Background: an optimization exercise with open tools, aiming at a short achievable clock period and few clock cycles. Do not read the settings as production practice. Only simulation tests tie the RTL to the original design; equivalence was not proved. Power is estimated from default activity; no workload was simulated.

<file path="flow/design.v">
module ALU (
  input  [10:0] op,     
  input         sra,    
  input  [31:0] in1,
  input  [31:0] in2,
  input  [2:0]  funct3,  
  output [31:0] sum,     
  output [31:0] ALUout,
  output        branch
);
  wire        sum_co, minus_co;
  wire [31:0] minus;
  KSAdd #(.W(32)) add_u (.a(in1), .b(in2),  .cin(1'b0), .sum(sum),   .cout(sum_co));
  KSAdd #(.W(32)) sub_u (.a(in1), .b(~in2), .cin(1'b1), .sum(minus), .cout(minus_co));
  wire LTU = !minus_co;
  wire LT  = (in1[31] ^ in2[31]) ? in1[31] : LTU;
  wire EQ  = (in1 == in2);
  wire [31:0] sll = in1 << in2[4:0];
  wire [31:0] sr  = $signed({sra & in1[31], in1}) >>> in2[4:0];
  assign ALUout = ({32{op[0]}} & sum)
                | ({32{op[1]}} & minus[31:0])
                | ({32{op[2]}} & sll)
                | ({32{op[3]}} & {31'b0, LT})
                | ({32{op[4]}} & {31'b0, LTU})
                | ({32{op[5]}} & (in1 ^ in2))
                | ({32{op[6]}} & sr)
                | ({32{op[7]}} & (in1 | in2))
                | ({32{op[8]}} & (in1 & in2));
  reg br;
  always @(*) case (funct3)
    3'b000:  br = EQ;
    3'b001:  br = !EQ;
    3'b100:  br = LT;
    3'b101:  br = !LT;
    3'b110:  br = LTU;
    3'b111:  br = !LTU;
    default: br = 1'b0;
  endcase
  assign branch = br;
endmodule
module SumEq (
  input  [31:0] a,
  input  [31:0] b,
  input  [31:2] c,
  output        eq
);
  wire [1:0]  lo = a[1:0] + b[1:0];
  wire [31:0] nc = ~{c, lo};
  wire [31:0] x  = a ^ b ^ nc;
  wire [31:0] y  = {(a[30:0] & b[30:0]) | (a[30:0] & nc[30:0]) | (b[30:0] & nc[30:0]), 1'b0};
  assign eq = &(x ^ y);
endmodule
module KSAdd #(parameter W = 32) (
  input  [W-1:0] a,
  input  [W-1:0] b,
  input          cin,
  output [W-1:0] sum,
  output         cout
);
  localparam L = (W > 16) ? 5 : (W > 8) ? 4 : (W > 4) ? 3 : (W > 2) ? 2 : 1;   
  wire [W-1:0] p = a ^ b;
  wire [W-1:0] g = a & b;
  wire [W-1:0] G [0:L];
  wire [W-1:0] P [0:L];
  assign G[0] = {g[W-1:1], g[0] | (p[0] & cin)};
  assign P[0] = p;
  genvar l, i;
  generate
    for (l = 0; l < L; l = l + 1) begin : lvl
      for (i = 0; i < W; i = i + 1) begin : bit_
        if (i >= (1 << l)) begin : comb
          assign G[l+1][i] = G[l][i] | (P[l][i] & G[l][i - (1 << l)]);
          assign P[l+1][i] = P[l][i] & P[l][i - (1 << l)];
        end else begin : pass
          assign G[l+1][i] = G[l][i];
          assign P[l+1][i] = P[l][i];
        end
      end
    end
  endgenerate
  assign sum  = p ^ {G[L][W-2:0], cin};
  assign cout = G[L][W-1];
endmodule
module registros (
  input         clk,
  input  [4:0]  readReg1,
  input  [4:0]  readReg2,
  output [31:0] reg1,
  output [31:0] reg2,
  input  [4:0]  wr_reg,    
  input  [31:0] wr_data
);
  reg [31:0] WORKREG [1:31];
  assign reg1 = (readReg1 == 5'd0) ? 32'b0 : WORKREG[readReg1];
  assign reg2 = (readReg2 == 5'd0) ? 32'b0 : WORKREG[readReg2];
  always @(posedge clk)
    if (wr_reg != 5'd0)
      WORKREG[wr_reg] <= wr_data;
endmodule
module LoadfromMEM (
  input  [31:0] data_mem,    
  input  [31:0] other,       
  input         use_other,
  input  [3:0]  b0sel,       
  input         b1m1,        
  input         b1m3,        
  input         b1s,         
  input         b23m,        
  input         b23s,        
  input  [3:0]  sgsel,       
  output [31:0] data_readed
);
  wire sign = |(sgsel & {data_mem[31], data_mem[23], data_mem[15], data_mem[7]});
  assign data_readed[7:0]   = ({8{b0sel[0]}} & data_mem[7:0])
                            | ({8{b0sel[1]}} & data_mem[15:8])
                            | ({8{b0sel[2]}} & data_mem[23:16])
                            | ({8{b0sel[3]}} & data_mem[31:24])
                            | ({8{use_other}} & other[7:0]);
  assign data_readed[15:8]  = ({8{b1m1}} & data_mem[15:8])
                            | ({8{b1m3}} & data_mem[31:24])
                            | ({8{b1s & sign}})
                            | ({8{use_other}} & other[15:8]);
  assign data_readed[31:16] = ({16{b23m}} & data_mem[31:16])
                            | ({16{b23s & sign}})
                            | ({16{use_other}} & other[31:16]);
endmodule
module RV32nexpo (
  input rst,
  input clk,
  output error,
  output end_prog,
  input  [31:0] InstrData,
  output [31:0] InstrAddr,
  input  [31:0] mem_in,
  output [31:0] mem_out,
  output [31:0] mem_address,
  output [3:0]  mem_mask,
  output mem_read,
  output mem_write
);
  reg rst_r;
  always @(posedge clk) rst_r <= rst;
  reg [31:2] f_pc;       
  reg        i_v;        
  reg [31:2] i_pc;       
  reg        d_v;
  reg [31:0] d_ir;
  reg [31:2] d_pc;
  reg        halt_end, halt_err;
  reg        i_fp, d_fp;   
  reg [31:2] i_ptgt, d_ptgt, e_ptgt;   
  reg [15:0] bt_v;
  integer    bj;
  reg        be_en, be_val, bd_en;
  reg [31:2] be_pc, be_tgt, bd_pc, bd_tgt;
  reg [11:6] bt_tag [0:15];
  reg [31:2] bt_tgt [0:15];
  wire [3:0] F_idx = f_pc[5:2];
  wire       F_hit = bt_v[F_idx] & (bt_tag[F_idx] == f_pc[11:6]);
  wire [31:2] F_next = F_hit ? bt_tgt[F_idx] : f_pc + 30'd1;
  assign InstrAddr = {f_pc, 2'b00};
  assign end_prog  = halt_end;
  assign error     = halt_err;
  wire halted = halt_end | halt_err;
  wire [6:0] D_opcode = d_ir[6:0];
  wire [4:0] D_rd     = d_ir[11:7];
  wire [2:0] D_funct3 = d_ir[14:12];
  wire [4:0] D_rs1    = d_ir[19:15];
  wire [4:0] D_rs2    = d_ir[24:20];
  wire D_isLOAD   = (D_opcode == 7'b0000011);
  wire D_isFENCE  = (D_opcode == 7'b0001111);
  wire D_isALUimm = (D_opcode == 7'b0010011);
  wire D_isAUIPC  = (D_opcode == 7'b0010111);
  wire D_isSTORE  = (D_opcode == 7'b0100011);
  wire D_isALUreg = (D_opcode == 7'b0110011);
  wire D_isLUI    = (D_opcode == 7'b0110111);
  wire D_isBRANCH = (D_opcode == 7'b1100011);
  wire D_isJALR   = (D_opcode == 7'b1100111);
  wire D_isJAL    = (D_opcode == 7'b1101111);
  wire D_isSYSTEM = (D_opcode == 7'b1110011);
  wire D_f3zero   = (D_funct3 == 3'b000);
  wire D_isEBREAK = D_isSYSTEM & D_f3zero & d_ir[20];
  wire D_isCSR    = D_isSYSTEM & !D_f3zero;
  wire D_isILL    = !(D_isLOAD | D_isFENCE | D_isALUimm | D_isAUIPC | D_isSTORE |
                      D_isALUreg | D_isLUI | D_isBRANCH | D_isJALR | D_isJAL |
                      D_isSYSTEM) | (D_isSYSTEM & D_f3zero & !d_ir[20]);
  wire D_use1 = D_isLOAD | D_isALUimm | D_isSTORE | D_isALUreg | D_isBRANCH |
                D_isJALR | (D_isCSR & !D_funct3[2]);
  wire D_use2 = D_isSTORE | D_isALUreg | D_isBRANCH;
  wire D_wr   = D_isLOAD | D_isALUimm | D_isAUIPC | D_isALUreg | D_isLUI |
                D_isJAL | D_isJALR | D_isCSR;
  wire [4:0] D_rdw = D_wr ? D_rd : 5'd0;
  wire [4:0] D_rs1u = D_use1 ? D_rs1 : 5'd0;
  wire [4:0] D_rs2u = D_use2 ? D_rs2 : 5'd0;
  wire [31:0] D_Iimm = {{21{d_ir[31]}}, d_ir[30:20]};
  wire [31:0] D_Simm = {{21{d_ir[31]}}, d_ir[30:25], d_ir[11:7]};
  wire [31:0] D_Bimm = {{20{d_ir[31]}}, d_ir[7], d_ir[30:25], d_ir[11:8], 1'b0};
  wire [31:0] D_Jimm = {{12{d_ir[31]}}, d_ir[19:12], d_ir[20], d_ir[30:21], 1'b0};
  wire [31:0] D_Uimm = {d_ir[31:12], 12'b0};
  wire [31:0] D_aimm = D_isSTORE ? D_Simm : D_Iimm;      
  wire [31:0]  I_Bimm = {{20{InstrData[31]}}, InstrData[7], InstrData[30:25], InstrData[11:8], 1'b0};
  wire [31:0]  I_Jimm = {{12{InstrData[31]}}, InstrData[19:12], InstrData[20], InstrData[30:21], 1'b0};
  reg  [11:0]  d_blo, d_jlo;                             
  wire [31:13] D_bhi = d_ir[31] ? (d_blo[11] ? d_pc[31:13] : d_pc[31:13] - 19'd1)
                                : (d_blo[11] ? d_pc[31:13] + 19'd1 : d_pc[31:13]);
  wire [31:13] D_jhi;
  wire        D_jhi_co, I_blo_co, I_jlo_co;
  KSAdd #(.W(19)) jhi_u (.a(d_pc[31:13]), .b({{12{d_ir[31]}}, d_ir[19:13]}), .cin(d_jlo[11]),
                         .sum(D_jhi), .cout(D_jhi_co));
  wire [10:0] I_blo, I_jlo;
  KSAdd #(.W(11)) blo_u (.a(i_pc[12:2]), .b(I_Bimm[12:2]), .cin(1'b0), .sum(I_blo), .cout(I_blo_co));
  KSAdd #(.W(11)) jlo_u (.a(i_pc[12:2]), .b(I_Jimm[12:2]), .cin(1'b0), .sum(I_jlo), .cout(I_jlo_co));
  wire [31:2]  D_jtgt  = {D_jhi, d_jlo[10:0]};           
  wire [31:2]  D_btgt  = {D_bhi, d_blo[10:0]};           
  wire [31:12] D_auhi  = d_pc[31:12] + d_ir[31:12];      
  wire [31:2]  D_tgt   = D_isJAL ? D_jtgt : D_btgt;
  wire [31:2]  D_link  = d_pc + 30'd1;                   
  wire D_brShort  = D_isBRANCH & !d_ir[31] & (d_ir[30:25] == 6'd0) & !d_ir[7] &
                    !d_ir[8] & (d_ir[11:9] != 3'd0) & (d_ir[11:9] <= 3'd4);
  wire [1:0] D_brK = d_ir[10:9] - 2'd1;    
  wire D_jalShort = D_isJAL & !d_ir[31] & (d_ir[30:24] == 7'd0) & (d_ir[19:12] == 8'd0) &
                    !d_ir[20] & !d_ir[21] & (d_ir[23:22] != 2'd0);
  wire [1:0] D_jalK = d_ir[23:22] - 2'd1;  
  wire [31:0] rf1, rf2;
  reg  [31:0] r_res;
  reg  [4:0]  r_rdw;
  registros reg32 (
    .clk(clk),
    .readReg1(D_rs1), .readReg2(D_rs2),
    .reg1(rf1), .reg2(rf2),
    .wr_reg(r_rdw), .wr_data(r_res));
  reg [4:0] e_rdw, m_rdw, w_rdw;
  reg       e_ld, m_ld, w_ld;
  reg       e_sq;    
  wire [4:0] e_rdwv = e_sq ? 5'd0 : e_rdw;
  wire       e_ldv  = e_ld & !e_sq;
  reg        e_isAUIPC, e_auz, e_isAdd;
  reg [31:0] e_a, e_b;
  reg [31:0] e_pres;
  wire        D_jrKnown = D_isJALR & e_isAUIPC & !e_sq & (D_rs1 != 5'd0) & (D_rs1 == e_rdw);
  wire [31:2] D_jrTgt   = e_pres[31:2] + D_Iimm[31:2];
  wire        D_jrShort = D_jrKnown & e_auz & !d_ir[31] & (d_ir[30:25] == 6'd0) &
                          (d_ir[21:20] == 2'd0) & (d_ir[24:22] >= 3'd2) & (d_ir[24:22] <= 3'd4);
  wire [1:0]  D_jrK = d_ir[23:22] - 2'd2;    
  wire D_predT = (D_isJAL & !D_jalShort) | (D_isBRANCH & d_ir[31]) | (D_jrKnown & !D_jrShort);
  wire        D_early = D_isBRANCH & d_ir[31] & (D_funct3[2:1] == 2'b00) & (D_rs2 == 5'd0) &
                        e_isAdd & !e_sq & (D_rs1 != 5'd0) & (D_rs1 == e_rdw);
  wire        E_zero  = ((e_a ^ e_b) == {e_a[30:0] | e_b[30:0], 1'b0});
  wire        D_earlyNT = D_early & !(D_funct3[0] ^ E_zero);   
  wire D_pred  = D_earlyNT ? 1'b0 : (d_fp | D_predT | D_jrShort);    
  reg [31:0] m_res, w_res;
  wire h1E = (D_rs1u != 5'd0) & (D_rs1u == e_rdwv);
  wire h1M = (D_rs1u != 5'd0) & (D_rs1u == m_rdw);
  wire h1W = (D_rs1u != 5'd0) & (D_rs1u == w_rdw);
  wire h1R = (D_rs1  != 5'd0) & (D_rs1  == r_rdw);
  wire h2E = (D_rs2u != 5'd0) & (D_rs2u == e_rdwv);
  wire h2M = (D_rs2u != 5'd0) & (D_rs2u == m_rdw);
  wire h2W = (D_rs2u != 5'd0) & (D_rs2u == w_rdw);
  wire h2R = (D_rs2  != 5'd0) & (D_rs2  == r_rdw);
  reg  [1:0] kill_cnt;    
  wire D_stall = d_v & (kill_cnt == 2'd0) & (((h1E | h2E) & e_ldv) | ((h1M | h2M) & m_ld));
  reg [3:0]  w_b0sel, w_sgsel;
  reg        w_b1m1, w_b1m3, w_b1s, w_b23m, w_b23s;
  wire [31:0] W_val;    
  LoadfromMEM load (
    .data_mem(mem_in), .other(w_res), .use_other(!w_ld),
    .b0sel(w_b0sel), .b1m1(w_b1m1), .b1m3(w_b1m3), .b1s(w_b1s),
    .b23m(w_b23m), .b23s(w_b23s), .sgsel(w_sgsel), .data_readed(W_val));
  wire [31:0] E_res;
  wire [31:0] D_rs1m = h1M ? m_res : h1R ? r_res : rf1;
  wire [31:0] D_rs2m = h2M ? m_res : h2R ? r_res : rf2;
  wire        D_bimm = !(D_isALUreg | D_isBRANCH);   
  wire [31:0] D_bm   = D_bimm ? D_aimm : D_rs2m;
  wire [31:0] D_rs1v = h1E ? E_res : (h1W & !h1M) ? W_val : D_rs1m;
  wire [31:0] D_rs2v = h2E ? E_res : (h2W & !h2M) ? W_val : D_rs2m;
  wire [31:0] D_bv   = (h2E & !D_bimm) ? E_res : (h2W & !h2M & !D_bimm) ? W_val : D_bm;
  wire D_aluop = D_isALUreg | D_isALUimm;
  wire D_alt   = D_isALUreg ? d_ir[30] : (d_ir[30] & D_funct3 == 3'b101);
  wire [8:0] D_op;
  assign D_op[0] = (D_aluop & D_funct3 == 3'b000 & !(D_isALUreg & d_ir[30])) | D_isLOAD | D_isSTORE;
  assign D_op[1] = D_aluop & D_funct3 == 3'b000 & D_isALUreg & d_ir[30];
  assign D_op[2] = D_aluop & D_funct3 == 3'b001;
  assign D_op[3] = D_aluop & D_funct3 == 3'b010;
  assign D_op[4] = D_aluop & D_funct3 == 3'b011;
  assign D_op[5] = D_aluop & D_funct3 == 3'b100;
  assign D_op[6] = D_aluop & D_funct3 == 3'b101;
  assign D_op[7] = D_aluop & D_funct3 == 3'b110;
  assign D_op[8] = D_aluop & D_funct3 == 3'b111;
  wire D_usePres = D_isLUI | D_isAUIPC | D_isJAL | D_isJALR;
  wire [31:0] D_pres = D_isLUI ? D_Uimm : D_isAUIPC ? {D_auhi, d_pc[11:2], 2'b00} : {D_link, 2'b00};
  wire [11:0] D_csr = d_ir[31:20];
  wire [4:0] D_csrsel;
  assign D_csrsel[0] = D_csr == 12'h800;
  assign D_csrsel[1] = D_csr == 12'hC00 || D_csr == 12'hC01;
  assign D_csrsel[2] = D_csr == 12'hC80 || D_csr == 12'hC81;
  assign D_csrsel[3] = D_csr == 12'hC02;
  assign D_csrsel[4] = D_csr == 12'hC82;
  reg        e_brShort;
  reg [1:0]  e_brK;
  reg        e_v, e_isBr, e_isJALR, e_isStore, e_pred, e_isCSR, e_usePres, e_sra;
  reg [8:0]  e_op;
  reg [4:0]  e_csrsel;
  reg [2:0]  e_f3;
  reg [4:0]  e_zimm;
  reg [31:0] e_s;
  reg [31:2] e_alt, e_pc, e_tgt;
  reg        e_fp, e_isJAL;
  wire [31:0] E_a = e_a;
  wire [31:0] E_b = e_b;
  wire [31:0] E_s = e_s;
  wire [31:0] E_sum, E_alu;
  wire        E_take;
  ALU alu (
    .op({2'b00, e_op}), .sra(e_sra), .in1(E_a), .in2(E_b), .funct3(e_f3),
    .sum(E_sum), .ALUout(E_alu), .branch(E_take));
  wire E_jalrEq;
  SumEq jalrcheck (.a(E_a), .b(E_b), .c(e_ptgt), .eq(E_jalrEq));
  wire E_jalrOk   = e_pred & E_jalrEq;
  wire E_fpMis    = !e_sq & e_fp & ((e_isBr & E_take) | e_isJAL) & (e_ptgt != e_tgt);
  wire E_redirect = (!e_sq & ((e_isBr & !e_brShort & (E_take ^ e_pred)) | (e_isJALR & !E_jalrOk))) | E_fpMis;
  wire E_skip     = !e_sq & e_isBr & e_brShort & E_take & (e_brK != 2'd0);   
  wire [31:2] E_target = e_isJALR ? E_sum[31:2] : e_alt;
  wire E_btIns = !e_sq & ((e_isBr & !e_pred & E_take) | (e_isJALR & !E_jalrOk));
  wire E_btDel = (!e_sq & e_isBr & e_pred & !E_take) | E_fpMis;
  reg [63:0] cycle, instret;
  reg [31:0] PWM_;
  wire [31:0] E_csrv = ({32{e_csrsel[0]}} & PWM_)
                     | ({32{e_csrsel[1]}} & cycle[31:0])
                     | ({32{e_csrsel[2]}} & cycle[63:32])
                     | ({32{e_csrsel[3]}} & instret[31:0])
                     | ({32{e_csrsel[4]}} & instret[63:32]);
  wire [31:0] E_csrsrc = e_f3[2] ? {27'b0, e_zimm} : E_a;
  wire [31:0] E_csrnew = (e_f3[1:0] == 2'b01) ? E_csrsrc
                       : (e_f3[1:0] == 2'b10) ? (PWM_ | E_csrsrc)
                       :                        (PWM_ & ~E_csrsrc);
  assign E_res = E_alu
                    | ({32{e_usePres}} & e_pres)
                    | ({32{e_isCSR}} & E_csrv);
  wire [31:0] E_sdata = e_f3[1] ? E_s : e_f3[0] ? {2{E_s[15:0]}} : {4{E_s[7:0]}};
  wire [3:0]  E_smask = e_f3[1] ? 4'b1111
                      : e_f3[0] ? (E_sum[1] ? 4'b1100 : 4'b0011)
                      : (4'b0001 << E_sum[1:0]);
  reg [31:2] m_addr;
  reg [31:0] m_sdata;
  reg [3:0]  m_mask;
  reg        m_rd, m_wr;
  reg [2:0]  m_f3;
  reg [1:0]  m_lo;
  assign mem_address = {m_addr, 2'b00};
  assign mem_out     = m_sdata;
  assign mem_mask    = m_mask;
  assign mem_read    = m_rd;
  assign mem_write   = m_wr;
  reg         r_redir, rd_redir;
  reg  [31:2] r_tgt, rd_tgt, r_tgtB;
  reg         r_useB;
  wire D_go   = d_v & !D_stall & !halted & !r_redir & !rd_redir & (kill_cnt == 2'd0);
  wire D_kill = kill_cnt != 2'd0;
  wire D_halt = D_go & !E_redirect & !E_skip & (D_isEBREAK | D_isILL);
  wire D_pass = D_go & !(D_isEBREAK | D_isILL);
  wire D_fpbad = d_fp & (D_kill | !(D_isBRANCH | D_isJAL | D_isJALR));
  wire D_fastC = d_v & !D_kill & ((!d_fp & ((D_isJAL & !D_jalShort) | (D_isBRANCH & d_ir[31] & !D_earlyNT))) |
                                  (d_fp & D_earlyNT));
  wire D_fast  = D_fastC & !r_redir & !rd_redir & !D_stall;
  wire D_redir = d_v & (D_fpbad | (D_jrKnown & !D_jrShort & !d_fp & !D_kill));
  wire [31:2] D_rtgt = d_fp ? D_link : D_jrTgt;
  wire E_recover = E_skip & d_v & !D_stall & (D_redir | D_fastC | d_fp);
  wire        F_alt   = rst | r_redir | rd_redir | (D_stall & i_v) | D_fast;
  wire [31:2] F_altpc = rst ? 30'd0 : r_redir ? (r_useB ? r_tgtB : r_tgt) : rd_redir ? rd_tgt :
                        D_fast ? (D_earlyNT ? D_link : D_tgt) : i_pc;
  always @(posedge clk) begin
    f_pc <= F_alt ? F_altpc : F_next;
    if (rst | r_redir | rd_redir | D_fast) begin
      i_v  <= 1'b0;
      d_v  <= 1'b0;
    end else if (D_stall) begin
      i_v  <= !i_v;             
    end else begin
      i_v  <= 1'b1;
      d_v  <= i_v & !halted;
    end
    i_pc <= f_pc;
    i_fp <= F_hit;
    i_ptgt <= bt_tgt[F_idx];
    r_redir <= !rst_r & (E_redirect | E_recover);
    rd_redir <= !rst_r & d_v & !r_redir & !rd_redir & !D_stall & D_redir;
    rd_tgt   <= D_rtgt;
    r_tgt   <= (e_isBr & e_brShort) ? D_link : E_target;   
    r_tgtB  <= e_tgt;
    r_useB  <= E_fpMis;
    if (!D_stall) begin
      d_ir <= InstrData;
      d_pc <= i_pc;
      d_fp <= i_fp;
      d_blo <= {I_blo_co, I_blo};
      d_jlo <= {I_jlo_co, I_jlo};
      d_ptgt <= i_ptgt;
    end
    be_en  <= !rst_r & (E_btIns | E_btDel);
    be_val <= E_btIns;
    be_pc  <= e_pc;
    be_tgt <= E_target;
    bd_en  <= !rst_r & d_v & !d_fp & (D_isJAL | (D_isBRANCH & d_ir[31] & !D_earlyNT) | D_jrKnown);
    bd_pc  <= d_pc;
    bd_tgt <= D_isJALR ? D_jrTgt : D_tgt;
    if (be_en) begin
      bt_tag[be_pc[5:2]] <= be_pc[11:6];
      bt_tgt[be_pc[5:2]] <= be_tgt;
    end else if (bd_en) begin
      bt_tag[bd_pc[5:2]] <= bd_pc[11:6];
      bt_tgt[bd_pc[5:2]] <= bd_tgt;
    end
    for (bj = 0; bj < 16; bj = bj + 1)
      if (rst_r)
        bt_v[bj] <= 1'b0;
      else if (be_en ? (be_pc[5:2] == bj) : (bd_en & (bd_pc[5:2] == bj)))
        bt_v[bj] <= be_en ? be_val : 1'b1;
    e_a     <= D_rs1v;
    e_b     <= D_bv;
    e_s     <= D_rs2v;
    e_pres  <= D_pres;
    e_alt   <= D_pred ? D_link : D_btgt;
    e_pred  <= D_pred;
    e_pc    <= d_pc;
    e_tgt   <= D_tgt;
    e_fp    <= d_fp;
    e_ptgt  <= d_fp ? d_ptgt : D_jrShort ? d_pc + {28'd0, D_jrK} + 30'd1 : D_jrTgt;
    e_op    <= D_op;
    e_sra   <= D_alt;
    e_f3    <= D_funct3;
    e_zimm  <= D_rs1;
    e_csrsel <= D_csrsel;
    e_usePres <= D_usePres;
    e_isCSR <= D_isCSR;
    if (rst_r | !D_pass) begin
      e_v       <= 1'b0;
      e_isBr    <= 1'b0;
      e_isJALR  <= 1'b0;
      e_isJAL   <= 1'b0;
      e_isAUIPC <= 1'b0;
      e_auz     <= 1'b0;
      e_isAdd   <= 1'b0;
      e_isStore <= 1'b0;
      e_ld      <= 1'b0;
      e_rdw     <= 5'd0;
    end else begin
      e_v       <= 1'b1;
      e_isBr    <= D_isBRANCH;
      e_isJALR  <= D_isJALR;
      e_isJAL   <= D_isJAL;
      e_isAUIPC <= D_isAUIPC;
      e_auz     <= D_isAUIPC & (d_ir[31:12] == 20'd0);
      e_isAdd   <= D_aluop & D_op[0];
      e_isStore <= D_isSTORE;
      e_ld      <= D_isLOAD;
      e_rdw     <= D_rdw;
    end
    e_sq <= !rst_r & (E_redirect | E_skip);
    if (rst_r | E_redirect)
      kill_cnt <= 2'd0;
    else if (E_skip)
      kill_cnt <= e_brK - {1'b0, d_v & !D_stall};
    else if (kill_cnt != 2'd0)
      kill_cnt <= kill_cnt - {1'b0, d_v & !halted & !r_redir & !rd_redir};
    else if (D_pass & !d_fp & (D_jalShort | D_jrShort))
      kill_cnt <= D_jalShort ? D_jalK : D_jrK;
    e_brShort <= D_brShort & !d_fp;
    e_brK     <= D_brK;
    if (rst_r) begin
      halt_end <= 1'b0;
      halt_err <= 1'b0;
    end else if (D_halt) begin
      halt_end <= D_isEBREAK;
      halt_err <= D_isILL;
    end
    m_res   <= E_res;
    m_addr  <= E_sum[31:2];
    m_lo    <= E_sum[1:0];
    m_sdata <= E_sdata;
    m_mask  <= E_smask;
    m_f3    <= e_f3;
    if (rst_r) begin
      m_rd  <= 1'b0;
      m_wr  <= 1'b0;
      m_ld  <= 1'b0;
      m_rdw <= 5'd0;
    end else begin
      m_rd  <= e_ldv;
      m_wr  <= e_isStore & !e_sq;
      m_ld  <= e_ldv;
      m_rdw <= e_rdwv;
    end
    w_res <= m_res;
    w_b0sel <= !m_ld ? 4'b0000 : m_f3[1] ? 4'b0001 : m_f3[0] ? (m_lo[1] ? 4'b0100 : 4'b0001)
                                                             : (4'b0001 << m_lo);
    w_b1m1  <= m_ld & (m_f3[1] | (m_f3[0] & !m_lo[1]));
    w_b1m3  <= m_ld & !m_f3[1] & m_f3[0] & m_lo[1];
    w_b1s   <= m_ld & !m_f3[1] & !m_f3[0];
    w_b23m  <= m_ld & m_f3[1];
    w_b23s  <= m_ld & !m_f3[1];
    w_sgsel <= (!m_ld | m_f3[1] | m_f3[2]) ? 4'b0000
             : m_f3[0] ? (m_lo[1] ? 4'b1000 : 4'b0010)
             :           (4'b0001 << m_lo);
    w_ld  <= m_ld;
    w_rdw <= rst_r ? 5'd0 : m_rdw;
    r_res <= W_val;
    r_rdw <= rst_r ? 5'd0 : w_rdw;
    if (rst_r) begin
      PWM_    <= 32'b0;
      cycle   <= 64'b0;
      instret <= 64'b0;
    end else begin
      cycle <= cycle + 64'd1;
      if (e_v & !e_sq) instret <= instret + 64'd1;
      if (e_v & !e_sq & e_isCSR & e_csrsel[0] & (e_f3[1] | (e_zimm != 5'd0))) PWM_ <= E_csrnew;
    end
  end
endmodule
</file>
<file path="flow/flow/run.sh">
#!/bin/bash
# The standard layout (standard.sh: ORFS synthesis to final) with two
# layout settings changed; the clock, its period and the I/O constraints are
# the standard flow's, unchanged:
# - SETUP_SLACK_MARGIN: repair_timing works until the worst setup slack is
#   this many ns (or it can do no better);
# - BUFFER_PORTS_ARGS: every input and output port still gets a buffer, a
#   buf_4 instead of the default delay buffer.
# ORFS writes each step's full log under orfs/logs/; make's own output goes
# to orfs_make.log here.
set -euo pipefail
bash standard.sh SETUP_SLACK_MARGIN=6.5 "BUFFER_PORTS_ARGS=-buffer_cell sky130_fd_sc_hd__buf_4" finish > orfs_make.log 2>&1
</file>
<file path="flow/standard.sh">
#!/bin/bash
# synth_recipe.tcl (not shown) runs the flow's synth.tcl, then flattens the netlist and writes it again
# the make line also repeats each setting of config.mk as NAME=value (left out here)
make -C /OpenROAD-flow-scripts/flow DESIGN_CONFIG=/design/flow/config.mk WORK_HOME=/design/flow/orfs CLKGATE_MAP_FILE= SYNTH_SCRIPT=/design/flow/synth_recipe.tcl "${@:-finish}"
</file>
<file path="flow/config.mk">
export PLATFORM = sky130hd
export DESIGN_NAME = RV32nexpo
export DESIGN_NICKNAME = RV32nexpo
export VERILOG_FILES = /design/flow/design.v
export SDC_FILE = /design/flow/constraint.sdc
export NUM_CORES = 4
export LEC_CHECK = 0
export ABC_CLOCK_PERIOD_IN_PS = 2500
export CAP_MARGIN = 20
export CORE_MARGIN = 2
export CORE_UTILIZATION = 55
export SLEW_MARGIN = 20
</file>
<file path="flow/constraint.sdc">
create_clock -name core_clock -period 10.0 [get_ports {clk}]
set_input_delay 2.0000 -clock core_clock [delete_from_list [all_inputs] [get_ports {clk}]]
set_output_delay 2.0000 -clock core_clock [all_outputs]
set_load 0.01 [all_outputs]
</file>
==> notes.md, run 1 <==
Logic synthesis
For this run, the register share of the synthesized area comes to 0.556. The number of library cell types mapped by synthesis is between 100 and 150. The gate count of the mapped netlist is 9257. Of all cell types, the one taking the most synthesized area is sky130_fd_sc_hd__edfxtp_1. The number of synthesized flops with an enable pin is 1685.

The proportion of synthesized flip-flops having asynchronous set or reset is 0. The count of warnings emitted by yosys is 6. Counting flops and latches in the post-synthesis netlist gives 2604.

For this run, the leading register cell type out of synthesis is sky130_fd_sc_hd__edfxtp_1. Sorting the synthesized cells by area gives the leading types as sky130_fd_sc_hd__edfxtp_1 (41%), sky130_fd_sc_hd__dfxtp_1 (15%), sky130_fd_sc_hd__mux4_2 (15%). A synthesized cell averages about 13 µm². The mapped netlist covers 124000 µm². The top cell type's share of synthesized area is 0.408.

STA
The worst path in the final design needs a cycle of 3.79 ns, including I/O delays and setup. The slew of the pin with the lowest slew margin is 1.26 ns. Between clock sinks in the finished design, the worst skew comes to 0.125 ns. Setup repair after global routing could not meet its margin everywhere. The final number of max-transition violations is 0. The worst pin sits at a relative slew slack of 0.159.

The post-route worst setup slack is between 6 and 7 ns. For this run, the top clock speed supported by timing is ~260 MHz. The final worst-path cycle share is 0.379.

The number of hold violations in the final report was 0. Setup total negative slack on the finished layout was measured at 0 ns. Setup violations remaining at the end of the flow were counted as 0.

GRT
The via count of the first global-routing pass is between 80000 and 90000. Across every metal layer, demand over resource in global routing totals 0.415. Entering global routing, the biggest net connects 138 pins. The first global-routing pass estimated 669 mm of wire.

The initial antenna violation count is 43. The total overflow left after global routing is 0.

Pwr
The overall power consumption is 27.9 mW. Summed over all nets, the switching power comes to 7.71 mW. The analysis attributes to cell leakage a power of roughly 52 nW. The part of the total power dissipated in combinational logic is 0.171. The power density relative to cell area is roughly 190 nW/µm². The fraction of power consumed by the clock network is 0.383. The part of the power in registers is 0.446. The worst-case IR drop observed on VDD is 0.000210 V. Of the total power, the share spent switching nets is 0.276.

Cell internal power was estimated by the tool at 20.2 mW.

Detailed routing
The residual DRC count is 0. The wire length on met3 is 56.5 mm. The number of routed nets with antenna violations is 0.

The number of optimization iterations in the first detailed-route pass is 10. The per-cell via count in the routed design is 6.96. The met1 wire length is 182 mm.

The average detailed-routed wire length per instance is 37.4 µm. The total wirelength of the detailed-routed design is about 500 mm. The routed layout has 90500 vias. The detailed router finished its first iteration with 14500 violations.

The highest metal layer used by the detailed router is met5. The routed design uses 210 mm of met2 wire.

Setup path
The register-to-register path setup slack is around 6.2 ns. The critical path goes through buf_12 > clkinvlp_4 > buf_6 > fa_2 > nor2b_4 > o211ai_1 > a211o_2 > o211ai_1 > buf_4 > and3_4 > buf_4 > nor2_2 > a221o_2 > o21a_4 > a21o_1. The worst reg2reg path depth is 15. The largest single stage delay on the critical path is around 0.5 ns. The maximum fanout encountered on the critical timing path is 4. The end point of the critical path is e_b[0]$_DFF_P_. The worst register-to-register path ends at e_b[0]$_DFF_P_. The category of the most critical setup path is reg -> reg.

For the worst setup path, the data arrival time is 4.56 ns. The launching element type of the critical path is a register. In this run the worst setup path begins at e_b[1]$_DFF_P_. The worst setup path is captured at a register.

The largest individual stage delay along the critical path comes from the cell sky130_fd_sc_hd__a221o_2. The required time reported for the critical path endpoint is 10.77 ns. The source of the worst register-to-register timing path is e_b[1]$_DFF_P_.

Finish
The number of filler instances in the final layout is 16000. The area growth from synthesis to layout is 19.4%. The multi-input combinational cells in the finished layout cover a total of 56000 µm². Of the cells placed in the final design, the portion with a size suffix greater than 1 is 0.298. The area of all sequential standard cells is 69300 µm².

In the layout the commonest cells are sky130_fd_sc_hd__edfxtp_1 (1685), sky130_fd_sc_hd__mux4_2 (815), sky130_fd_sc_hd__dfxtp_1 (802). The number of standard cells in the layout, taps in and fillers out is around 13000. The library cell used most frequently in the layout, excluding fill and tap cells, is sky130_fd_sc_hd__edfxtp_1. The final net count is 10100.

The end-of-flow core utilization is 0.660.

CTS
In this run the number of H-tree levels came out at 5. The TritonCTS sink count is 2604. TritonCTS built the clock tree. The number of buffers inserted during clock tree synthesis is ~290. The clock network latency to the later pin of the worst-skew pair is slightly below 1 ns.

The longest clock path from root to sink contains 4 buffers. The cell sitting at the root of the clock tree is a sky130_fd_sc_hd__clkbuf_16. Clock-pin slew was measured on the worst setup and hold paths at around 0.070 ns. For this design, the CTS-stage hold fixing added 0 buffers.

Placed design
The total half-perimeter wirelength after legalization and detailed placement is 307 mm. The number of port buffers is about 170. Including well taps, the total number of placed cells is 12000. The placer congestion estimate is 1.04. The pre-CTS worst setup slack is 4.34 ns.

Floorplan
The chip width is 479 µm. The floorplan step set the die height to roughly 480 µm. In this run the count of I/O pins placed on the die edge is 170. The effective utilization at floorplan is 0.553. The area of the die is 229000 µm². The area of the core region is ~220000 µm². The placement row count is 174.

Status
The flow ran to the end and the layout has no timing, DRC or antenna violations.

Run
Max-cap violations in this run came to 0.

Worst hold path
The path class of the tightest hold or removal check is reg -> reg.
how the worst min path moves through the flow:
stage                                  from                 end  slack [ns]  cells past startpoint
after floorplan            bd_pc[4]$_DFF_P_    be_pc[4]$_DFF_P_        0.33                      0
after global placement    e_tgt[17]$_DFF_P_  r_tgtB[17]$_DFF_P_        0.35                      0
after detailed placement   e_tgt[4]$_DFF_P_   r_tgtB[4]$_DFF_P_        0.35                      0
after CTS                 m_res[19]$_DFF_P_   w_res[19]$_DFF_P_        0.30                      0
after global routing      m_res[19]$_DFF_P_   w_res[19]$_DFF_P_        0.32                      0
final                     m_res[19]$_DFF_P_   w_res[19]$_DFF_P_        0.32                      0
sequential cells by signal (all words and copies together), names as in the netlist, 32 cells and up, named ones only:
| register | cells |
|---|---|
| m_sdata | 32 |
| w_res | 32 |
| e_a | 32 |
| bt_tgt | 480 |
| d_ir | 32 |
| e_s | 32 |
| reg32.WORKREG | 992 |
| cycle | 64 |
| e_b | 32 |
| instret | 64 |
| bt_tag | 96 |
| m_res | 32 |
| r_res | 32 |
kinds of logic (layout without fill, tap and decap cells):
logic type                 after synthesis  after routing  synth area share
AOI/OAI and AO/OA                     1711           1711            0.0915
xor gates and xnor gates               458            458            0.0323
adders and majority gates              222            222            0.0247
buffers and inverters                  897           1613            0.0285
DFF                                   2604           2604             0.556
muxes                                 1311           1311             0.189
other                                    1             28         0.0000302
and+or+nand+nor                       2053           2054            0.0776
worst max-delay path, delay by kind of cell, from the launching register on:
kind / cells / cell delay [ns]
flip-flops: 1 / 0.35
AO/OA/AOI/OAI: 6 / 1.96
adder cells (fa/ha/maj): 1 / 0.22
AND/OR/NAND/NOR: 3 / 0.44
buffers and inverters: 5 / 0.69
power by group through the flow:
stage | clock (mW) | combinational (mW) | sequential [mW]
after global placement | 0 | 3.69 | 12.7
after detailed placement | 0 | 3.69 | 12.7
after global routing | 11.2 | 4.90 | 12.5
final | 10.7 | 4.79 | 12.5
after CTS | 10.7 | 4.33 | 12.4
after floorplan | 0 | 2.20 | 12.5
routing by layer:
layer  vias to the layer above  track usage
li1                      36800            -
met1                     46000        0.563
met2                      6258        0.605
met3                      1416        0.103
met4                        18        0.252
met5                         -            0
Yosys cell counts (29+ instances only):
master	number
sky130_fd_sc_hd__a211oi_1	125
sky130_fd_sc_hd__a21o_1	68
sky130_fd_sc_hd__a21oi_1	442
sky130_fd_sc_hd__a221o_1	39
sky130_fd_sc_hd__a222oi_1	53
sky130_fd_sc_hd__a22oi_1	75
sky130_fd_sc_hd__a31oi_1	47
sky130_fd_sc_hd__and2_1	41
sky130_fd_sc_hd__and3_1	51
sky130_fd_sc_hd__buf_1	129
sky130_fd_sc_hd__buf_2	65
sky130_fd_sc_hd__clkbuf_1	415
sky130_fd_sc_hd__dfxtp_1	919
sky130_fd_sc_hd__edfxtp_1	1685
sky130_fd_sc_hd__fa_1	38
sky130_fd_sc_hd__ha_1	184
sky130_fd_sc_hd__inv_1	266
sky130_fd_sc_hd__mux2_2	143
sky130_fd_sc_hd__mux2i_1	352
sky130_fd_sc_hd__mux4_2	815
sky130_fd_sc_hd__nand2_1	545
sky130_fd_sc_hd__nand2b_1	62
sky130_fd_sc_hd__nand3_1	153
sky130_fd_sc_hd__nand4_1	75
sky130_fd_sc_hd__nor2_1	703
sky130_fd_sc_hd__nor2b_1	52
sky130_fd_sc_hd__nor3_1	126
sky130_fd_sc_hd__nor4_1	56
sky130_fd_sc_hd__o2111ai_1	29
sky130_fd_sc_hd__o211ai_1	110
sky130_fd_sc_hd__o21a_1	59
sky130_fd_sc_hd__o21ai_0	370
sky130_fd_sc_hd__o31ai_1	33
sky130_fd_sc_hd__or3_1	53
sky130_fd_sc_hd__xnor2_1	265
sky130_fd_sc_hd__xor2_1	193
timing repair:
action,in CTS,in global routing
gates cloned,35,8
setup endpoints to repair,519,319
pin swaps,145,160
gates resized for setup,735,327
buffers inserted,243,181
per-stage QoR:
step | instance area (µm²) | hold WS (ns)
floorplan | 125000 | 0.326
global placement | 129000 | 0.353
detailed placement | 129000 | 0.354
CTS | 145000 | 0.303
global route | 148000 | 0.322
finish | 148000 | 0.319
layout make-up:
class,count,area share
Sequential cell,2604,0.468
Timing Repair Buffer,841,0.0581
Antenna cell,24,0.000405
Multi-Input combinational cell,5760,0.378
Clock inverter,130,0.00981
Clock buffer,368,0.0532
Inverter,273,0.00735
Tap cell,2992,0.0253
Timing Repair inverter,1,0.0000760
Testbench counts, summed over its fixed seeds: cycles 27,897.
==> run 2, diff against run 1 <==
--- a/flow/design.v
+++ b/flow/design.v
@@ -167,31 +167,53 @@
   wire [2:0] D_funct3 = d_ir[14:12];
   wire [4:0] D_rs1    = d_ir[19:15];
   wire [4:0] D_rs2    = d_ir[24:20];
-  wire D_isLOAD   = (D_opcode == 7'b0000011);
-  wire D_isFENCE  = (D_opcode == 7'b0001111);
-  wire D_isALUimm = (D_opcode == 7'b0010011);
-  wire D_isAUIPC  = (D_opcode == 7'b0010111);
-  wire D_isSTORE  = (D_opcode == 7'b0100011);
-  wire D_isALUreg = (D_opcode == 7'b0110011);
-  wire D_isLUI    = (D_opcode == 7'b0110111);
-  wire D_isBRANCH = (D_opcode == 7'b1100011);
-  wire D_isJALR   = (D_opcode == 7'b1100111);
-  wire D_isJAL    = (D_opcode == 7'b1101111);
-  wire D_isSYSTEM = (D_opcode == 7'b1110011);
-  wire D_f3zero   = (D_funct3 == 3'b000);
-  wire D_isEBREAK = D_isSYSTEM & D_f3zero & d_ir[20];
-  wire D_isCSR    = D_isSYSTEM & !D_f3zero;
-  wire D_isILL    = !(D_isLOAD | D_isFENCE | D_isALUimm | D_isAUIPC | D_isSTORE |
-                      D_isALUreg | D_isLUI | D_isBRANCH | D_isJALR | D_isJAL |
-                      D_isSYSTEM) | (D_isSYSTEM & D_f3zero & !d_ir[20]);
-  wire D_use1 = D_isLOAD | D_isALUimm | D_isSTORE | D_isALUreg | D_isBRANCH |
-                D_isJALR | (D_isCSR & !D_funct3[2]);
-  wire D_use2 = D_isSTORE | D_isALUreg | D_isBRANCH;
-  wire D_wr   = D_isLOAD | D_isALUimm | D_isAUIPC | D_isALUreg | D_isLUI |
-                D_isJAL | D_isJALR | D_isCSR;
-  wire [4:0] D_rdw = D_wr ? D_rd : 5'd0;
-  wire [4:0] D_rs1u = D_use1 ? D_rs1 : 5'd0;
-  wire [4:0] D_rs2u = D_use2 ? D_rs2 : 5'd0;
+  wire I_isLOAD   = (InstrData[6:0] == 7'b0000011);
+  wire I_isFENCE  = (InstrData[6:0] == 7'b0001111);
+  wire I_isALUimm = (InstrData[6:0] == 7'b0010011);
+  wire I_isAUIPC  = (InstrData[6:0] == 7'b0010111);
+  wire I_isSTORE  = (InstrData[6:0] == 7'b0100011);
+  wire I_isALUreg = (InstrData[6:0] == 7'b0110011);
+  wire I_isLUI    = (InstrData[6:0] == 7'b0110111);
+  wire I_isBRANCH = (InstrData[6:0] == 7'b1100011);
+  wire I_isJALR   = (InstrData[6:0] == 7'b1100111);
+  wire I_isJAL    = (InstrData[6:0] == 7'b1101111);
+  wire I_isSYSTEM = (InstrData[6:0] == 7'b1110011);
+  wire I_f3zero   = (InstrData[14:12] == 3'b000);
+  wire I_isEBREAK = I_isSYSTEM & I_f3zero & InstrData[20];
+  wire I_isCSR    = I_isSYSTEM & !I_f3zero;
+  wire I_isILL    = !(I_isLOAD | I_isFENCE | I_isALUimm | I_isAUIPC | I_isSTORE |
+                      I_isALUreg | I_isLUI | I_isBRANCH | I_isJALR | I_isJAL |
+                      I_isSYSTEM) | (I_isSYSTEM & I_f3zero & !InstrData[20]);
+  wire I_use1 = I_isLOAD | I_isALUimm | I_isSTORE | I_isALUreg | I_isBRANCH |
+                I_isJALR | (I_isCSR & !InstrData[14]);
+  wire I_use2 = I_isSTORE | I_isALUreg | I_isBRANCH;
+  wire I_wr   = I_isLOAD | I_isALUimm | I_isAUIPC | I_isALUreg | I_isLUI |
+                I_isJAL | I_isJALR | I_isCSR;
+  wire [4:0] I_rdw = I_wr ? InstrData[11:7] : 5'd0;
+  wire [4:0] I_rs1u = I_use1 ? InstrData[19:15] : 5'd0;
+  wire [4:0] I_rs2u = I_use2 ? InstrData[24:20] : 5'd0;
+  reg  d_isLOAD, d_isFENCE, d_isALUimm, d_isAUIPC, d_isSTORE, d_isALUreg, d_isLUI, d_isBRANCH, d_isJALR, d_isJAL, d_isSYSTEM, d_isEBREAK, d_isCSR, d_isILL, d_use1, d_use2, d_wr;
+  reg  [4:0] d_rdw, d_rs1u, d_rs2u;
+  wire D_isLOAD = d_isLOAD;
+  wire D_isFENCE = d_isFENCE;
+  wire D_isALUimm = d_isALUimm;
+  wire D_isAUIPC = d_isAUIPC;
+  wire D_isSTORE = d_isSTORE;
+  wire D_isALUreg = d_isALUreg;
+  wire D_isLUI = d_isLUI;
+  wire D_isBRANCH = d_isBRANCH;
+  wire D_isJALR = d_isJALR;
+  wire D_isJAL = d_isJAL;
+  wire D_isSYSTEM = d_isSYSTEM;
+  wire D_isEBREAK = d_isEBREAK;
+  wire D_isCSR = d_isCSR;
+  wire D_isILL = d_isILL;
+  wire D_use1 = d_use1;
+  wire D_use2 = d_use2;
+  wire D_wr = d_wr;
+  wire [4:0] D_rdw = d_rdw;
+  wire [4:0] D_rs1u = d_rs1u;
+  wire [4:0] D_rs2u = d_rs2u;
   wire [31:0] D_Iimm = {{21{d_ir[31]}}, d_ir[30:20]};
   wire [31:0] D_Simm = {{21{d_ir[31]}}, d_ir[30:25], d_ir[11:7]};
   wire [31:0] D_Bimm = {{20{d_ir[31]}}, d_ir[7], d_ir[30:25], d_ir[11:8], 1'b0};
@@ -390,6 +412,26 @@
     r_useB  <= E_fpMis;
     if (!D_stall) begin
       d_ir <= InstrData;
+      d_isLOAD <= I_isLOAD;
+      d_isFENCE <= I_isFENCE;
+      d_isALUimm <= I_isALUimm;
+      d_isAUIPC <= I_isAUIPC;
+      d_isSTORE <= I_isSTORE;
+      d_isALUreg <= I_isALUreg;
+      d_isLUI <= I_isLUI;
+      d_isBRANCH <= I_isBRANCH;
+      d_isJALR <= I_isJALR;
+      d_isJAL <= I_isJAL;
+      d_isSYSTEM <= I_isSYSTEM;
+      d_isEBREAK <= I_isEBREAK;
+      d_isCSR <= I_isCSR;
+      d_isILL <= I_isILL;
+      d_use1 <= I_use1;
+      d_use2 <= I_use2;
+      d_wr <= I_wr;
+      d_rdw <= I_rdw;
+      d_rs1u <= I_rs1u;
+      d_rs2u <= I_rs2u;
       d_pc <= i_pc;
       d_fp <= i_fp;
       d_blo <= {I_blo_co, I_blo};
==> run 2 against run 1 <==
  * Cell count decreased by 0.62%
  * Via count fell by 1.2%
  * Non-clock buffer count decreased by 18
  * Routed wire length decreased by 3.6%
  * Sequential share of layout area rose by 0.78 points
  * Flip-flop and latch count rose by 20
  * Largest cell class unchanged
  * Highest routed layer unchanged
==> notes.md, run 2 <==
Logic synthesis
The post-synthesis register bit count is 2624 (+0.77%). The synthesized area per cell is 13.5 µm² (+0.46%). The part of the Yosys area used for sequential elements is 0.561 (+0.00511). The commonest cells after synthesis are sky130_fd_sc_hd__edfxtp_1 (1705), sky130_fd_sc_hd__dfxtp_1 (919), sky130_fd_sc_hd__mux4_2 (799).

The leading cell type by number of instances after synthesis is sky130_fd_sc_hd__edfxtp_1. The top cell type's share of synthesized area was 0.413 (+0.00504). The area of the mapped netlist is 124000 µm² (about the same). The number of library cell types mapped by synthesis is 90 (-14%).

The gate count of the mapped netlist came to 9210 (-0.51%). The proportion of synthesized flip-flops having asynchronous set or reset is 0 (unchanged). The count of warnings emitted by yosys is 6 (unchanged). In the post-synthesis netlist, the biggest area contributors are sky130_fd_sc_hd__edfxtp_1 (41%), sky130_fd_sc_hd__dfxtp_1 (15%), sky130_fd_sc_hd__mux4_2 (15%).

Among all flip-flop cells after synthesis, the most frequent one is sky130_fd_sc_hd__edfxtp_1. The number of synthesized flops with an enable pin is 1705 (+1.2%). sky130_fd_sc_hd__edfxtp_1 takes more of the synthesized area than any other cell.

GRT
The global-route met2 utilization is 0.585 (-0.0200). The global-route met1 utilization is 0.559 (-0.00441). The all-layer global routing usage is 0.399 (-0.0156). The first-pass GRT wire length is 647 mm (-3.2%). The maximum number of pins on one net before global-route repair is 86 (-38%).

The via count of the first global-routing pass was 84900 (-1.5%). The remaining global-route overflow came to 0 (unchanged). The initial antenna violation count is 46 (+7.0%). The met3 global-route usage is 0.0911 (-0.0122). met2 is the most crowded layer.

Pwr
The power density relative to cell area is 193 nW/µm² (+2.3%). The leakage power is 52.5 nW (+0.10%). The worst-case vdd ir drop came to 0.000232 V (+11%). The overall power consumption is 28.4 mW (+1.5%).

CTS
The clock-pin slew on the worst setup and hold paths is 0.06 ns (about the same). The TritonCTS sink count is 2624 (+0.77%). TritonCTS built the clock tree. The clock tree buffer depth is 4 (unchanged).

The clock network latency to the later pin of the worst-skew pair is 0.96 ns (-0.02 ns). The count of H-tree levels built during CTS is 5 (unchanged). The number of buffers inserted during clock tree synthesis is 293 (+1.4%). The hold buffer count at CTS is 0 (unchanged). The root buffer cell chosen for the clock tree is sky130_fd_sc_hd__clkbuf_16.

Setup path
Among cell families on the critical path, the largest total delay comes from simple AND/OR/NAND/NOR gates. The buffer and inverter count on the worst path is 3 (-2). The critical path arrival is 4.39 ns (-0.17 ns). Among the stages of the critical path, the cell type that occurs most often is sky130_fd_sc_hd__buf_4.

The maximum fanout encountered on the critical timing path is 34 (+30). Walking the worst path, the cells encountered are buf_4 > buf_4 > nor4bb_1 > a31oi_1 > o22ai_1 > and3_1 > buf_4 > nand2_2 > o22ai_1 > a41oi_1. The required time reported for the critical path endpoint came to 10.71 ns (-0.06 ns). The most critical setup path has its startpoint at d_rs2u[2]$_SDFFCE_PN0N_. The critical path in this run is classified as reg -> reg. In this run the critical register-to-register path is launched from d_rs2u[2]$_SDFFCE_PN0N_. STA classifies the critical path endpoint as a register.

The worst stage delay on the critical path is 0.53 ns (+0.03 ns). The launching element type of the critical path is a register. The slowest cell on the critical path is sky130_fd_sc_hd__buf_4.

Worst hold path
In this run the worst hold path is classified as reg -> reg. The startpoint identified for the worst hold timing path is m_res[17]$_DFF_P_.

Floorplan
The number of top-level pins is 170 (unchanged). The area of the core region is 224000 µm² (unchanged). The vertical die dimension came to 479 µm (about the same). The chip width is 479 µm (about the same).

The placement row count is 174 (unchanged). The effective utilization at floorplan came to 0.553 (about the same). The area of the die is 229000 µm² (about the same).

Placed design
The total half-perimeter wirelength after legalization and detailed placement came to 295 mm (-3.7%). The number of port buffers is 165 (unchanged). The placer congestion estimate is 1.01 (-2.5%).

Finish
The final net count is 9982 (-0.76%). The most common cell after layout, fill and taps aside is sky130_fd_sc_hd__edfxtp_1. The share of post-route cells with drive strength above 1 was 0.294 (-0.00370).

The flip-flop count of the largest register after layout is 992 (unchanged). Relative to the synthesized area, the layout overhead comes to 18.6%. The register with the most flip-flops in the final layout is reg32.WORKREG. Leaving out fill and tap cells, the most frequent cells in the layout are sky130_fd_sc_hd__edfxtp_1 (1705), sky130_fd_sc_hd__mux4_2 (799), sky130_fd_sc_hd__dfxtp_1 (796). The end-of-flow core utilization is 0.655 (-0.00468).

STA
The final worst-path cycle share is 0.368 (-0.0117). Setup repair after global routing could not meet its margin everywhere. The worst max-slew margin expressed relative to the limit came to 0.121 (-0.0382). The worst setup skew after layout is 0.0765 ns (-0.0486 ns). The final count of negative-setup-slack endpoints is 0 (unchanged). The minimum clock period is 3.68 ns (-0.117 ns).

The final-layout setup total negative slack is 0 ns (unchanged). The final-layout worst hold slack was 0.336 ns (+0.0173 ns). The number of hold violations in the final report was 0 (unchanged). The final number of max-transition violations was 0 (unchanged).

The slew of the pin with the lowest slew margin was 1.31 ns (+0.0524 ns). The maximum operating frequency came to 272 MHz (+3.2%).

Detailed routing
The number of routed nets with antenna violations is 0 (unchanged). The residual DRC count is 0 (unchanged). The total wirelength of the detailed-routed design was 469 mm (-3.6%). The number of DRC markers in iteration 0 is 13700 (-5.3%).

The per-cell via count in the routed design is 6.92 (-0.63%). The total vias in the final route is 89400 (-1.2%). The average detailed-routed wire length per instance is 36.3 µm (-3.0%). The number of optimization iterations in the first detailed-route pass is 6 (-4).

Run
The number of max-capacitance violations reported is 0 (unchanged).

Status
The run finished with no timing, DRC or antenna violations.
==> run 2: cell types whose count changed in the layout (fill, tap and decap cells not counted), moves of 41 or more <==
cell	delta
sky130_fd_sc_hd__a211oi_1	+55
sky130_fd_sc_hd__mux2_2	+44
sky130_fd_sc_hd__mux2i_1	-42
sky130_fd_sc_hd__nand2_1	+41
sky130_fd_sc_hd__nand3_1	-50
sky130_fd_sc_hd__o211ai_1	-75
==> run 2: cell type report <==
type	instances	area, µm²
Clock buffer	386	8050
Tap cell	2992	3740
Timing Repair Buffer	823	8440
Inverter	258	1050
Multi-Input combinational cell	5691	54600
Clock inverter	117	1150
Sequential cell	2624	70000
Antenna cell	19	47.5
Timing Repair inverter	3	26.3
Fill cell	16200	77400
==> run 2: power breakdown <==
part | switching (mW) | internal, mW | total, mW
Combinational | 3.17 | 2.08 | 5.25
Clock | 4.40 | 6.13 | 10.5
Sequential | 0.494 | 12.1 | 12.6
Total | 8.06 | 20.3 | 28.4
==> run 2: timing repair <==
action | in CTS | in global routing
pin swaps | 88 | 98
cloned | 35 | 16
gates resized for setup | 647 | 282
endpoints found under the setup margin | 559 | 243
setup buffers | 263 | 151
==> run 2: logic make-up after synthesis <==
group / synth area share
DFF: 0.561
and+or+nand+nor: 0.0754
other: 0.0000302
muxes: 0.184
adders and majority gates: 0.0247
buffers and inverters: 0.0290
xor gates and xnor gates: 0.0325
AOI/OAI and AO/OA: 0.0929
==> run 2: worst reg2reg max path, delay by kind of cell, from the launching register on <==
kind / cells / cell delay, ns
flip-flops: 1 / 0.43
AO/OA/AOI/OAI: 4 / 0.95
buffers and inverters: 3 / 0.83
AND/OR/NAND/NOR: 3 / 1.25
==> run 2: layer usage <==
metal | part of all wire | wire length, µm
met5 | 0.00016 | 76
met2 | 0.44 | 205000
met4 | 0.064 | 30000
met3 | 0.12 | 54700
met1 | 0.38 | 179000
==> run 2: final timing paths <==
check,endpoint,slack [ns],cells after the start
worst max-delay path,e_b[2]$_DFF_P_,6.32,10
worst min-delay path,w_res[17]$_DFF_P_,0.34,0
worst max register to register,e_b[2]$_DFF_P_,6.32,10
worst min register to register,w_res[17]$_DFF_P_,0.34,0
==> run 2: stage by stage <==
step | instance area (µm²) | setup slack [ns] | instances
6_report | 147000 | 6.32 | 12900
3_5_place_dp | 129000 | 4.15 | 11900
2_1_floorplan | 124000 | 6.10 | 9213
4_1_cts | 144000 | 6.40 | 12700
5_1_grt | 147000 | 6.29 | 12900
3_3_place_gp | 129000 | 4.12 | 11900
Testbench counts of run 2, summed over its fixed seeds: cycles 27,897.
==> run 3, diff against run 2 <==
--- a/flow/config.mk
+++ b/flow/config.mk
@@ -9,4 +9,5 @@
 export CAP_MARGIN = 20
 export CORE_MARGIN = 2
 export CORE_UTILIZATION = 55
+export PLACE_DENSITY = 0.7
 export SLEW_MARGIN = 20
==> run 3 against run 2 <==
  * Clock skew is 0.036 ns higher
  * Routed wire length shrank 1.0%
  * Combinational power down 3.8%
  * Worst setup slack lost 0.038 ns
  * Critical path type unchanged
  * Still clean
  * Area after synthesis is the same
  * Register-to-register slack lost 0.04 ns
  * Core utilization fell by 0.39 points
  * Clock power about the same
==> notes.md, run 3 <==
Logic synthesis
The gate count of the mapped netlist is 9210 (unchanged). The synthesized area per cell is 13.5 µm² (unchanged). The number of synthesized flops with an enable pin is 1705 (unchanged).

In the synthesized netlist the dominant register cell turns out to be sky130_fd_sc_hd__edfxtp_1. Ranked by total cell area, the synthesized netlist is headed by sky130_fd_sc_hd__edfxtp_1 (41%), sky130_fd_sc_hd__dfxtp_1 (15%), sky130_fd_sc_hd__mux4_2 (15%). The part of the Yosys area used for sequential elements is 0.561 (unchanged).

The number of library cell types mapped by synthesis is 90 (unchanged). After synthesis, the most frequently instantiated cells are sky130_fd_sc_hd__edfxtp_1 (1705), sky130_fd_sc_hd__dfxtp_1 (919), sky130_fd_sc_hd__mux4_2 (799). The post-synthesis register bit count is 2624 (unchanged). Of all cell types, the one taking the most synthesized area is sky130_fd_sc_hd__edfxtp_1. The top cell type's share of synthesized area was 0.413 (unchanged). The count of warnings emitted by yosys is 6 (unchanged).

The most common cell in the synthesized netlist is sky130_fd_sc_hd__edfxtp_1. The proportion of synthesized flip-flops having asynchronous set or reset came to 0 (unchanged). The area of the mapped netlist was 124000 µm² (unchanged).

STA
The number of hold violations in the final report is 0 (unchanged). The maximum operating frequency is 269 MHz (-1.0%). Setup repair after global routing could not meet its margin everywhere. The final-layout setup total negative slack is 0 ns (unchanged). The final-layout worst hold slack is 0.337 ns (+0.00149 ns). The final number of max-transition violations is 0 (unchanged). The slew of the pin with the lowest slew margin came to 1.40 ns (+0.0857 ns). The minimum clock period came to 3.71 ns (+0.0379 ns). The final count of negative-setup-slack endpoints was 0 (unchanged). The worst setup skew after layout is 0.113 ns (+0.0360 ns). The worst max-slew margin expressed relative to the limit is 0.0651 (-0.0561). The final worst-path cycle share was 0.371 (+0.00379).

Detailed routing
The number of routed nets with antenna violations is 0 (unchanged). The total vias in the final route came to 90000 (+0.70%). The total wirelength of the detailed-routed design is 464 mm (-1.0%). The number of optimization iterations in the first detailed-route pass is 8 (+2).

The per-cell via count in the routed design is 7.00 (+1.1%). The average detailed-routed wire length per instance is 36.1 µm (-0.58%). The number of DRC markers in iteration 0 is 13500 (-1.7%). The residual DRC count was 0 (unchanged).

Floorplan
The area of the core region came to 224000 µm² (unchanged). The effective utilization at floorplan is 0.553 (unchanged). The chip width is 479 µm (unchanged).

The number of top-level pins is 170 (unchanged). The placement row count is 174 (unchanged). The area of the die is 229000 µm² (unchanged). The vertical die dimension is 479 µm (unchanged).

Finish
The share of post-route cells with drive strength above 1 came to 0.285 (-0.00996). The growth of design area from synthesis to finish is 17.9%. More flip-flops sit in one register than any other, and that register is reg32.WORKREG. The area of all sequential standard cells was 69900 µm² (about the same).

The final net count is 9921 (-0.61%). The combined area of the multi-input logic cells is 54400 µm² (-0.44%). The library cell used most frequently in the layout, excluding fill and tap cells, is sky130_fd_sc_hd__edfxtp_1. The top cell types in the final layout, fill and taps aside, are sky130_fd_sc_hd__edfxtp_1 (1705), sky130_fd_sc_hd__dfxtp_1 (807), sky130_fd_sc_hd__mux4_2 (799). The flip-flop count of the largest register after layout is 992 (unchanged). The number of filler instances in the final layout is 15900 (-1.6%).

Pwr
The leakage power is 52.1 nW (-0.66%). The part of the total power dissipated in combinational logic was 0.179 (-0.006). The switching part of the total was 0.285 (+0.000605). The overall power consumption is 28.2 mW (-0.72%).

The power spent charging and discharging nets came to 8.02 mW (-0.51%). The power density relative to cell area came to 193 nW/µm² (-0.13%). The part of the power in registers came to 0.448 (+0.004). The worst-case vdd ir drop is 0.000198 V (-15%). The cell-internal power is 20.1 mW (-0.80%).

The fraction of power consumed by the clock network was 0.373 (+0.002).

Status
The flow ran to the end and the layout has no timing, DRC or antenna violations.

GRT
The all-layer global routing usage is 0.394 (-0.00553). The via count of the first global-routing pass is 85800 (+0.97%). The first-pass GRT wire length was 641 mm (-0.94%). The maximum number of pins on one net before global-route repair was 97 (+13%).

The initial antenna violation count is 34 (-26%). The remaining global-route overflow came to 0 (unchanged).

Placed design
The placer congestion estimate was 1.03 (+1.3%). The total half-perimeter wirelength after legalization and detailed placement is 285 mm (-3.5%). The number of port buffers is 165 (unchanged).

Setup path
The worst stage delay on the critical path is 0.45 ns (-0.08 ns). The category of the most critical setup path is reg -> reg. The critical path arrival was 4.33 ns (-0.06 ns). Traced cell by cell, the critical path runs through buf_12 > clkinvlp_4 > buf_12 > ha_4 > o211ai_1 > o21a_2 > buf_4 > o221ai_1 > a21oi_2 > buf_4 > a221o_1 > a221o_1 > inv_1 > o221ai_1. The maximum fanout encountered on the critical timing path was 6 (-82%).

The worst reg2reg path depth was 14 (+4). The total number of cells along the worst setup path was 14 (+4). The slowest cell on the critical path is sky130_fd_sc_hd__a221o_1. The worst setup path is captured at a register. The launching element type of the critical path is a register. The register-to-register path setup slack came to 6.29 ns (-0.04 ns). The required time reported for the critical path endpoint is 10.62 ns (-0.09 ns). The buffer and inverter count on the worst path is 6 (+3).

The family with the most delay on the worst path is compound AO/OA/AOI/OAI gates.

CTS
The clock network latency to the later pin of the worst-skew pair is 0.99 ns (+0.03 ns). The root buffer cell is sky130_fd_sc_hd__clkbuf_16. The count of H-tree levels built during CTS came to 5 (unchanged). The TritonCTS clock tree is done.

The number of buffers inserted during clock tree synthesis was 292 (-0.34%). The clock tree buffer depth is 4 (unchanged). The TritonCTS sink count is 2624 (unchanged). The hold buffer count at CTS was 0 (unchanged). The clock-pin slew on the worst setup and hold paths is 0.06 ns (about the same).

Run
The number of max-capacitance violations reported is 0 (unchanged).

Worst hold path
The cell count of the worst hold path is 0 (unchanged). The path category of the worst min-delay check is reg -> reg.
[run 3: changes by cell type in the layout (fill, tap and decap cells not counted), sizes merged]
cell / before / now
bufbuf: 21 / 24
clkinv: 82 / 89
buf: 788 / 725
diode: 19 / 23
clkinvlp: 16 / 15
inv: 262 / 261
clkbuf: 400 / 393
bufinv: 18 / 19
[run 3: stage by stage]
step / cell area, µm² / std cells / utilization / setup slack, ns
2_1_floorplan: 124000 / 9213 / - / 6.10
3_3_place_gp: 129000 / 11900 / 0.573 / 4.32
6_report: 146000 / 12900 / 0.651 / 6.29
4_1_cts: 144000 / 12700 / 0.640 / 6.34
3_5_place_dp: 129000 / 11900 / 0.573 / 4.32
5_1_grt: 146000 / 12800 / 0.651 / 6.28
[run 3: power groups by stage]
stage	sequential, mW	combinational [mW]	clock (mW)
2_1_floorplan	12.6	2.37	0
3_3_place_gp	12.9	3.95	0
3_5_place_dp	12.9	3.94	0
4_1_cts	12.6	4.65	10.5
5_1_grt	12.6	5.15	11.0
6_report	12.6	5.05	10.5
[run 3: kinds of logic (layout without fill, tap and decap cells)]
kind of cell               count (synthesis)  in the layout  share of synthesized area
buffers and inverters                    903           1526                     0.0290
muxes                                   1264           1264                      0.184
AOI/OAI and AO/OA                       1729           1732                     0.0929
xor gates and xnor gates                 460            460                     0.0325
adders and majority gates                222            222                     0.0247
other                                      1             27                  0.0000302
DFF                                     2624           2624                      0.561
and+or+nand+nor                         2007           2009                     0.0754
[run 3: what timing repair did]
action | in CTS | in global routing
setup endpoints to repair | 557 | 289
pin swaps | 89 | 106
cloned | 40 | 13
gates resized for setup | 563 | 277
setup buffers | 252 | 109
[run 3: cell type report]
cell class | count | share of cell area
clock buffers | 379 | 0.0543
multi-input cells | 5691 | 0.372
repair buffers | 763 | 0.0541
inverters | 258 | 0.00710
well taps | 2992 | 0.0256
clock inverters | 123 | 0.00809
flip-flops and latches | 2624 | 0.478
repair inverters | 3 | 0.000197
diodes | 23 | 0.000394
[run 3: path summary, 6_finish.rpt]
kind | start | end
setup / recovery | e_b[4]$_DFF_P_ | e_b[13]$_DFF_P_
hold / removal | e_tgt[15]$_DFF_P_ | r_tgtB[15]$_DFF_P_
setup reg to reg | e_b[4]$_DFF_P_ | e_b[13]$_DFF_P_
hold reg to reg | e_tgt[15]$_DFF_P_ | r_tgtB[15]$_DFF_P_
[run 3: layer usage]
layer	global-route usage	wire (µm)	vias to the layer above
li1	-	-	36400
met1	0.530	170000	45500
met4	0.229	32700	26
met5	0	173	-
met3	0.0970	56200	1326
met2	0.586	205000	6714

==> re-timing with driven ports <==
Ports are ideal in the flow. The routed layouts listed here were re-timed in OpenROAD.
Step 1 assumes that a clkbuf_16 drives the clock port and a buf_2 every other input.
Step 2 adds t to the input delays and takes it off the output delays; t is the mean of the earliest and latest rising clock arrival at the registers after step 1. Input paths then give back, and output paths get back, about the clock's delay inside the block.
Slacks: ideal / step 1 / step 2; pairs: ideal / step 1.
| run | shift t [ns] | slack for setup (ns) | worst setup path after step 2 | worst slew at a driven data input, ns | pins driven straight from the clock port |
|---|---|---|---|---|---|
| run 1 | 1.010 | 6.207 / 6.204 / 5.349 | input to register | 0.35 | 1 |
| run 2 | 1.024 | 6.324 / 6.324 / 5.494 | input to register | 0.19 | 1 |
| run 3 | 1.036 | 6.286 / 6.286 / 5.572 | input to register | 0.18 | 1 |
After both steps every run listed still meets setup and hold. For run 1, which loses most, drivers alone change the setup slack by -0.003 ns; drivers and shift together by -0.858 ns.
